Background: an optimization exercise with open tools, aiming at small area and a short achievable clock period. Do not read the settings as production practice. In this exercise RTL edits were held to simulation tests only and were not proved equivalent to the original.

**flow/design.v**
```verilog
module dist_sort (
    input logic        clk, rst,
    input logic [63:0] query,
    input logic [63:0] search_0,
    input logic [63:0] search_1,
    input logic [63:0] search_2,
    input logic [63:0] search_3,
    input logic [63:0] search_4,
    input logic [63:0] search_5,
    input logic [63:0] search_6,
    input logic [63:0] search_7,
    input logic        in_valid,
    output logic [2:0] addr_1st,
    output logic [2:0] addr_2nd,
    output logic       out_valid
);
    localparam N_PIPELINE_STAGES = 4;
    logic [63:0] search_vectors_ff [7:0];
    logic [63:0] query_ff;
    logic [12:0] distances [7:0];
    logic [2:0]  indices [7:0];
    logic [12:0] min_distances_stage1 [3:0];
    logic [2:0]  min_indices_stage1 [3:0];
    logic [12:0] sec_distances_stage1 [3:0];
    logic [2:0]  sec_indices_stage1 [3:0];
    logic [12:0] min_distances_stage2 [1:0];
    logic [2:0]  min_indices_stage2 [1:0];
    logic [12:0] sec_distances_stage2 [1:0];
    logic [2:0]  sec_indices_stage2 [1:0];
    logic [12:0] overall_min_distance;
    logic [2:0]  overall_min_index;
    logic [12:0] overall_second_distance;
    logic [2:0]  overall_second_index;
    logic [N_PIPELINE_STAGES-1:0] pipeline_valid;
    logic in_valid_d1, in_valid_d2;
    always_ff @(posedge clk or posedge rst) begin
        if (rst) begin
            for (int i = 0; i < 8; i++) begin
                search_vectors_ff[i] <= '0;
            end
            query_ff     <= '0;
            in_valid_d1  <= 1'b0;
            in_valid_d2  <= 1'b0;
        end else begin
            search_vectors_ff[0] <= search_0;
            search_vectors_ff[1] <= search_1;
            search_vectors_ff[2] <= search_2;
            search_vectors_ff[3] <= search_3;
            search_vectors_ff[4] <= search_4;
            search_vectors_ff[5] <= search_5;
            search_vectors_ff[6] <= search_6;
            search_vectors_ff[7] <= search_7;
            query_ff             <= query;
            in_valid_d1          <= in_valid;
            in_valid_d2          <= in_valid_d1;
        end
    end
    generate
        genvar idx;
        for (idx = 0; idx < 8; idx = idx + 1) begin : assign_indices
            assign indices[idx] = idx[2:0];
        end
    endgenerate
    generate
        for (idx = 0; idx < 8; idx = idx + 1) begin : calc_dists
            calc_dist u_calc_dist (
                .clk(clk),
                .rst(rst),
                .q(query_ff),
                .s(search_vectors_ff[idx]),
                .distance(distances[idx])
            );
        end
    endgenerate
    always_ff @(posedge clk or posedge rst) begin
        if (rst) begin
            pipeline_valid <= '0;
        end else begin
            pipeline_valid[0] <= in_valid_d1;
            for (int i = 1; i < N_PIPELINE_STAGES; i = i + 1) begin
                pipeline_valid[i] <= pipeline_valid[i-1];
            end
        end
    end
    generate
        for (genvar i = 0; i < 4; i = i + 1) begin : stage1_blocks
            always_ff @(posedge clk or posedge rst) begin
                if (rst) begin
                    min_distances_stage1[i] <= '0;
                    min_indices_stage1[i]   <= '0;
                    sec_distances_stage1[i] <= '0;
                    sec_indices_stage1[i]   <= '0;
                end else if (pipeline_valid[0]) begin
                    if (distances[2*i] < distances[2*i+1] ||
                        (distances[2*i] == distances[2*i+1] && indices[2*i] <= indices[2*i+1])) begin
                        min_distances_stage1[i] <= distances[2*i];
                        min_indices_stage1[i]   <= indices[2*i];
                        sec_distances_stage1[i] <= distances[2*i+1];
                        sec_indices_stage1[i]   <= indices[2*i+1];
                    end else begin
                        min_distances_stage1[i] <= distances[2*i+1];
                        min_indices_stage1[i]   <= indices[2*i+1];
                        sec_distances_stage1[i] <= distances[2*i];
                        sec_indices_stage1[i]   <= indices[2*i];
                    end
                end
            end
        end
    endgenerate
    generate
        for (genvar i = 0; i < 2; i = i + 1) begin : stage2_blocks
            always_ff @(posedge clk or posedge rst) begin
                logic [12:0] dist0, dist1, dist2, dist3;
                logic [2:0]  idx0, idx1, idx2, idx3;
                logic [12:0] min_dist, sec_dist;
                logic [2:0]  min_idx, sec_idx;
                if (rst) begin
                    min_distances_stage2[i] <= '0;
                    min_indices_stage2[i]   <= '0;
                    sec_distances_stage2[i] <= '0;
                    sec_indices_stage2[i]   <= '0;
                end else if (pipeline_valid[1]) begin
                    dist0 = min_distances_stage1[2*i];
                    idx0  = min_indices_stage1[2*i];
                    dist1 = sec_distances_stage1[2*i];
                    idx1  = sec_indices_stage1[2*i];
                    dist2 = min_distances_stage1[2*i+1];
                    idx2  = min_indices_stage1[2*i+1];
                    dist3 = sec_distances_stage1[2*i+1];
                    idx3  = sec_indices_stage1[2*i+1];
                    if (dist0 < dist2 || (dist0 == dist2 && idx0 <= idx2)) begin
                        min_dist = dist0;
                        min_idx  = idx0;
                        sec_dist = dist2;
                        sec_idx  = idx2;
                    end else begin
                        min_dist = dist2;
                        min_idx  = idx2;
                        sec_dist = dist0;
                        sec_idx  = idx0;
                    end
                    if (dist1 < min_dist || (dist1 == min_dist && idx1 < min_idx)) begin
                        sec_dist = min_dist;
                        sec_idx  = min_idx;
                        min_dist = dist1;
                        min_idx  = idx1;
                    end else if ((dist1 < sec_dist || (dist1 == sec_dist && idx1 < sec_idx)) && idx1 != min_idx) begin
                        sec_dist = dist1;
                        sec_idx  = idx1;
                    end
                    if (dist3 < min_dist || (dist3 == min_dist && idx3 < min_idx)) begin
                        sec_dist = min_dist;
                        sec_idx  = min_idx;
                        min_dist = dist3;
                        min_idx  = idx3;
                    end else if ((dist3 < sec_dist || (dist3 == sec_dist && idx3 < sec_idx)) && idx3 != min_idx) begin
                        sec_dist = dist3;
                        sec_idx  = idx3;
                    end
                    if (min_idx == sec_idx) begin
                        sec_dist = 13'h1FFF;
                        sec_idx  = 3'b111;
                        if ((dist0 < sec_dist || (dist0 == sec_dist && idx0 < sec_idx)) && idx0 != min_idx) begin
                            sec_dist = dist0;
                            sec_idx  = idx0;
                        end
                        if ((dist1 < sec_dist || (dist1 == sec_dist && idx1 < sec_idx)) && idx1 != min_idx) begin
                            sec_dist = dist1;
                            sec_idx  = idx1;
                        end
                        if ((dist2 < sec_dist || (dist2 == sec_dist && idx2 < sec_idx)) && idx2 != min_idx) begin
                            sec_dist = dist2;
                            sec_idx  = idx2;
                        end
                        if ((dist3 < sec_dist || (dist3 == sec_dist && idx3 < sec_idx)) && idx3 != min_idx) begin
                            sec_dist = dist3;
                            sec_idx  = idx3;
                        end
                    end
                    min_distances_stage2[i] <= min_dist;
                    min_indices_stage2[i]   <= min_idx;
                    sec_distances_stage2[i] <= sec_dist;
                    sec_indices_stage2[i]   <= sec_idx;
                end
            end
        end
    endgenerate
    always_ff @(posedge clk or posedge rst) begin
        logic [12:0] dist0, dist1, dist2, dist3;
        logic [2:0]  idx0, idx1, idx2, idx3;
        logic [12:0] min_dist, sec_dist;
        logic [2:0]  min_idx, sec_idx;
        if (rst) begin
            overall_min_distance    <= '0;
            overall_min_index       <= '0;
            overall_second_distance <= '0;
            overall_second_index    <= '0;
        end else if (pipeline_valid[2]) begin
            dist0 = min_distances_stage2[0];
            idx0  = min_indices_stage2[0];
            dist1 = sec_distances_stage2[0];
            idx1  = sec_indices_stage2[0];
            dist2 = min_distances_stage2[1];
            idx2  = min_indices_stage2[1];
            dist3 = sec_distances_stage2[1];
            idx3  = sec_indices_stage2[1];
            if (dist0 < dist2 || (dist0 == dist2 && idx0 <= idx2)) begin
                min_dist = dist0;
                min_idx  = idx0;
                sec_dist = dist2;
                sec_idx  = idx2;
            end else begin
                min_dist = dist2;
                min_idx  = idx2;
                sec_dist = dist0;
                sec_idx  = idx0;
            end
            if (dist1 < min_dist || (dist1 == min_dist && idx1 < min_idx)) begin
                sec_dist = min_dist;
                sec_idx  = min_idx;
                min_dist = dist1;
                min_idx  = idx1;
            end else if ((dist1 < sec_dist || (dist1 == sec_dist && idx1 < sec_idx)) && idx1 != min_idx) begin
                sec_dist = dist1;
                sec_idx  = idx1;
            end
            if (dist3 < min_dist || (dist3 == min_dist && idx3 < min_idx)) begin
                sec_dist = min_dist;
                sec_idx  = min_idx;
                min_dist = dist3;
                min_idx  = idx3;
            end else if ((dist3 < sec_dist || (dist3 == sec_dist && idx3 < sec_idx)) && idx3 != min_idx) begin
                sec_dist = dist3;
                sec_idx  = idx3;
            end
            if (min_idx == sec_idx) begin
                sec_dist = 13'h1FFF;
                sec_idx  = 3'b111;
                if ((dist0 < sec_dist || (dist0 == sec_dist && idx0 < sec_idx)) && idx0 != min_idx) begin
                    sec_dist = dist0;
                    sec_idx  = idx0;
                end
                if ((dist1 < sec_dist || (dist1 == sec_dist && idx1 < sec_idx)) && idx1 != min_idx) begin
                    sec_dist = dist1;
                    sec_idx  = idx1;
                end
                if ((dist2 < sec_dist || (dist2 == sec_dist && idx2 < sec_idx)) && idx2 != min_idx) begin
                    sec_dist = dist2;
                    sec_idx  = idx2;
                end
                if ((dist3 < sec_dist || (dist3 == sec_dist && idx3 < sec_idx)) && idx3 != min_idx) begin
                    sec_dist = dist3;
                    sec_idx  = idx3;
                end
            end
            overall_min_distance    <= min_dist;
            overall_min_index       <= min_idx;
            overall_second_distance <= sec_dist;
            overall_second_index    <= sec_idx;
        end
    end
    always_ff @(posedge clk or posedge rst) begin
        if (rst) begin
            addr_1st  <= 3'd0;
            addr_2nd  <= 3'd0;
            out_valid <= 1'b0;
        end else if (pipeline_valid[N_PIPELINE_STAGES-1]) begin
            addr_1st  <= overall_min_index;
            addr_2nd  <= overall_second_index;
            out_valid <= 1'b1;
        end else begin
            addr_1st  <= 3'd0;
            addr_2nd  <= 3'd0;
            out_valid <= 1'b0;
        end
    end
endmodule
module calc_dist (
    input              clk, rst,
    input      [63:0]  q,  
    input      [63:0]  s,  
    output reg [12:0]  distance  
);
    wire [3:0] qi [15:0];
    wire [3:0] si [15:0];
    wire [4:0] qi_ext [15:0];
    wire [4:0] si_ext [15:0];
    wire signed [5:0] diff [15:0];
    wire [9:0] dist_squared [15:0];
    reg [12:0] temp_distance;
    generate
        genvar idx;
        for (idx = 0; idx < 16; idx = idx + 1) begin : compute_elements
            assign qi[idx] = q[63 - idx*4 -: 4];
            assign si[idx] = s[63 - idx*4 -: 4];
            assign qi_ext[idx] = {1'b0, qi[idx]};
            assign si_ext[idx] = {1'b0, si[idx]};
            assign diff[idx] = $signed(qi_ext[idx]) - $signed(si_ext[idx]);
            assign dist_squared[idx] = diff[idx] * diff[idx];
        end
    endgenerate
    always_ff @(posedge clk or posedge rst) begin
        if (rst) begin
            distance <= '0;
        end else begin
            temp_distance = 0;
            for (int i = 0; i < 16; i = i + 1) begin
                temp_distance = temp_distance + dist_squared[i];
            end
            distance <= temp_distance;
        end
    end
endmodule
```
**flow/run.sh**
```bash
#!/bin/bash
# synth_recipe.tcl (not shown) runs the flow's synth.tcl, then flattens the netlist and writes it again
# the make line also repeats each setting of config.mk as NAME=value (left out here)
make -C /OpenROAD-flow-scripts/flow DESIGN_CONFIG=/design/flow/config.mk WORK_HOME=/design/flow/orfs CLKGATE_MAP_FILE= SYNTH_SCRIPT=/design/flow/synth_recipe.tcl finish
```
**flow/config.mk**
```make
export PLATFORM = sky130hd
export DESIGN_NAME = dist_sort
export DESIGN_NICKNAME = dist_sort
export VERILOG_FILES = /design/flow/design.v
export SDC_FILE = /design/flow/constraint.sdc
export NUM_CORES = 4
export LEC_CHECK = 0
export CAP_MARGIN = 20
export CORE_MARGIN = 2
export CORE_UTILIZATION = 40
export SLEW_MARGIN = 20
```
**flow/constraint.sdc**
```tcl
create_clock -name core_clock -period 17.0 [get_ports {clk}]
set_input_delay 3.4000 -clock core_clock [delete_from_list [all_inputs] [get_ports {clk}]]
set_output_delay 3.4000 -clock core_clock [all_outputs]
set_load 0.01 [all_outputs]
```
==> impl_metrics.ini <==
[yosys]
synth_most_common_cell = inv_1
yosys.area_share.simple = 0.0743
yosysSeqAreaShare = 0.126
synthCells = 17718
ys_warn_count = 23
synth_fa_ha_area_frac = 0.515
synth-compound-area-share = 0.100
async_flop_share = 1.00
yosys_register_bits = 874
synthTopCellsByArea = fa_1 (33%), ha_1 (19%), dfrtp_1 (13%)
synth_edf_count = 0
ys_types = 100
synthMuxAreaShare = 0.0142
synth_top_family_by_area = adder cells
synthTopCellsByCount = inv_1 (4026), fa_1 (2816), ha_1 (2620)
syn_avg_cell_area_um2 = 9.78
synth_ff_type = dfrtp_1
mappedNetlistArea_um2 = 173000
synth_top_cell_by_area = fa_1
synthXorXnorAreaFrac = 0.0795
post-synth-top-area-fraction = 0.325

[critical_path]
endpoint = sec_distances_stage2[0][2]$_DFFE_PP0P_
cp-startpoint = min_distances_stage1[1][1]$_DFFE_PP0P_
critical_path_class = reg2reg
reg2reg_to = sec_distances_stage2[0][2]$_DFFE_PP0P_
cp_common_cell = o21a_1
slowest_stage = dfrtp_1
crit_fanout = 24
crit_path_end_kind = register
worstSetupStartpointType = register
cp.required_ns = 17.80
timing.rr.start = min_distances_stage1[1][1]$_DFFE_PP0P_
regToRegSetupSlack_ns = 1.12
slowest_delay_ns = 0.38
worstPathArrival_ns = 16.68
rr_worst_depth = 104

[placed_design]
port-buffer-count = 585
place_area_um2 = 189000
dp_hpwl_um = 446000
place_congestion = 1.02
dp_slack_ns = 0.273

[floorplan]
dieArea_um2 = 438000
die_w_um = 662
io_pins = 586
rows = 241
core_um2 = 431000
die_y_um = 662
start_util = 0.402

[sta]
slew_viol_final = 0
tns_ns = 0
fin_ws_ns = 1.12
finalSetupViolCount = 0
worst_slew_pin_slew_ns = 1.01
max_slew_margin = 0.317
max_freq_mhz = 63.0
hold_slack_ns = 0.365
hold_viol_final = 0
period_minus_slack_ns = 15.88
clock_skew_ns = 0.0628
min_period_over_period = 0.934

[cts]
cts.reportedPaths.clkPinSlew_ns = 0.06
cts_tree = yes
cts-root-buf = clkbuf_16
cts.sinks = 874
worstSkewPairLatency_ns = 0.93
numCtsBuffers = 119
cts_max_level = 3
clock_path_buffers = 4

[detailed_routing]
totalWireLength_um = 522000
routedWlPerCell_um = 21.1
remaining_drc_errors = 0
drt_iter0_drc = 7076
firstDrtPassIters = 6
viasPerCell = 4.87
via_count = 120240
drtAntennaViolNets = 0

[hold_path]
hp-class = reg2reg

[finish]
area_growth_pct = 11.8
final_area_um2 = 194000
drive_above_1_share = 0.0371
final-seq-area_um2 = 21900
fin_nets = 24866
fill_cells = 41712
multi_input_area_um2 = 137000

[global_route]
antenna_found_initial = 72
grt_overflow = 0
grt_max_degree = 135
track_usage = 0.242
grt_pass1_wl_um = 783000
grt_pass1_vias = 124139

[run_status]
status = complete, no violations

[flow_run]
maxCapViolCount = 0
==> layout by cell type (no fill, tap or decap), types with 53 or more instances in the layout <==
master and count:
mux2i_1 188, conb_1 256, dfrtp_1 826, o21ai_0 234, nor2b_1 305, buf_4 310, nand2_1 697, a21o_1 757
xor2_1 436, clkdlybuf4s50_1 585, o21a_1 101, clkbuf_16 120, inv_1 4008, fa_1 2816, nor2_1 818, nand2b_1 168
nand3_1 53, o21bai_1 329, a21oi_1 1110, ha_1 2619, and2_1 427, xnor2_1 1137
==> layout make-up <==
cell class,count,area share
antenna,41,0.000530
tap,5710,0.0369
clock inverter,68,0.00435
timing repair buffer,910,0.0435
inverter,4031,0.0781
multi-input combinational,12915,0.707
sequential,874,0.113
clock buffer,149,0.0167
==> kinds of logic after synthesis <==
logic type / count (synthesis)
fa+ha+maj: 5438
buf+inv: 4184
compound gates: 2747
simple gates: 2661
xor+xnor: 1573
flops: 874
mux: 239
other cells: 2
==> metrics by stage <==
step / instances / utilization
final: 24698 / 0.449
after global placement: 24434 / 0.439
after global routing: 24666 / 0.449
after floorplan: 17972 / -
after CTS: 24651 / 0.448
after detailed placement: 24434 / 0.439
==> sequential cells by signal, indices dropped and copies added, names as in the netlist, 4 cells and up <==
signal / cells
search_vectors_ff: 512
sec_distances_stage2: 26
pipeline_valid: 4
sec_indices_stage2: 6
sec_distances_stage1: 52
min_indices_stage2: 5
calc_dists.u_calc_dist.distance: 104
query_ff: 64
min_distances_stage2: 26
min_indices_stage1: 5
sec_indices_stage1: 4
min_distances_stage1: 52
==> critical path, delay by kind of cell (launching register included) <==
family	cells	cell delay, ns
AO/OA/AOI/OAI	61	9.39
AND/OR/NAND/NOR	25	2.65
adder cells (fa/ha/maj)	6	1.75
buffers and inverters	10	1.41
flip-flops	1	0.38
multiplexers	2	0.19
==> worst min path at each step <==
stage / startpoint / end / cells after the start
floorplan: in_valid_d1$_DFF_PP0_ / pipeline_valid[0]$_DFF_PP0_ / 0
CTS: in_valid_d1$_DFF_PP0_ / pipeline_valid[0]$_DFF_PP0_ / 0
global route: in_valid_d1$_DFF_PP0_ / pipeline_valid[0]$_DFF_PP0_ / 0
finish: in_valid_d1$_DFF_PP0_ / pipeline_valid[0]$_DFF_PP0_ / 0
detailed placement: in_valid_d1$_DFF_PP0_ / pipeline_valid[0]$_DFF_PP0_ / 0
global placement: in_valid_d1$_DFF_PP0_ / pipeline_valid[0]$_DFF_PP0_ / 0
==> layer usage <==
layer / vias up / global-route usage / wire length, um
met3: 452 / 0.0268 / 26900
met2: 2322 / 0.392 / 240000
met5: - / 0 / 134
met1: 59863 / 0.342 / 237000
met4: 20 / 0.0713 / 17400
li1: 57583 / - / -
==> what timing repair did <==
| action | in CTS | in global routing |
|---|---|---|
| setup buffers | 0 | 4 |
| resized for setup | 0 | 53 |
| setup endpoints to repair | 0 | 34 |
| hold buffers | 0 | 0 |

## separate check: timing with driven ports
The results above use ideal ports. As a check the final layout listed here was re-extracted and re-timed, cells and wires unchanged. Step 1 assumes that a clkbuf_16 drives the clock port and a buf_2 every other input. Step 2, shift: input delay + t, output delay - t, t = (earliest + latest rising clock arrival at the registers) / 2. This alone moves slack from input paths to output paths. Three values: no drivers, after step 1, after step 2; two values: the first two.
shift t [ns]: 1.020
setup slack, ns: 1.116 / 1.116 / 1.116
worst register clock-pin slew, ns: 0.07 / 0.07
After both steps setup and hold are still met in this run. The setup slack of this run moves by 0.000 ns with the drivers and by 0.000 ns with both steps.
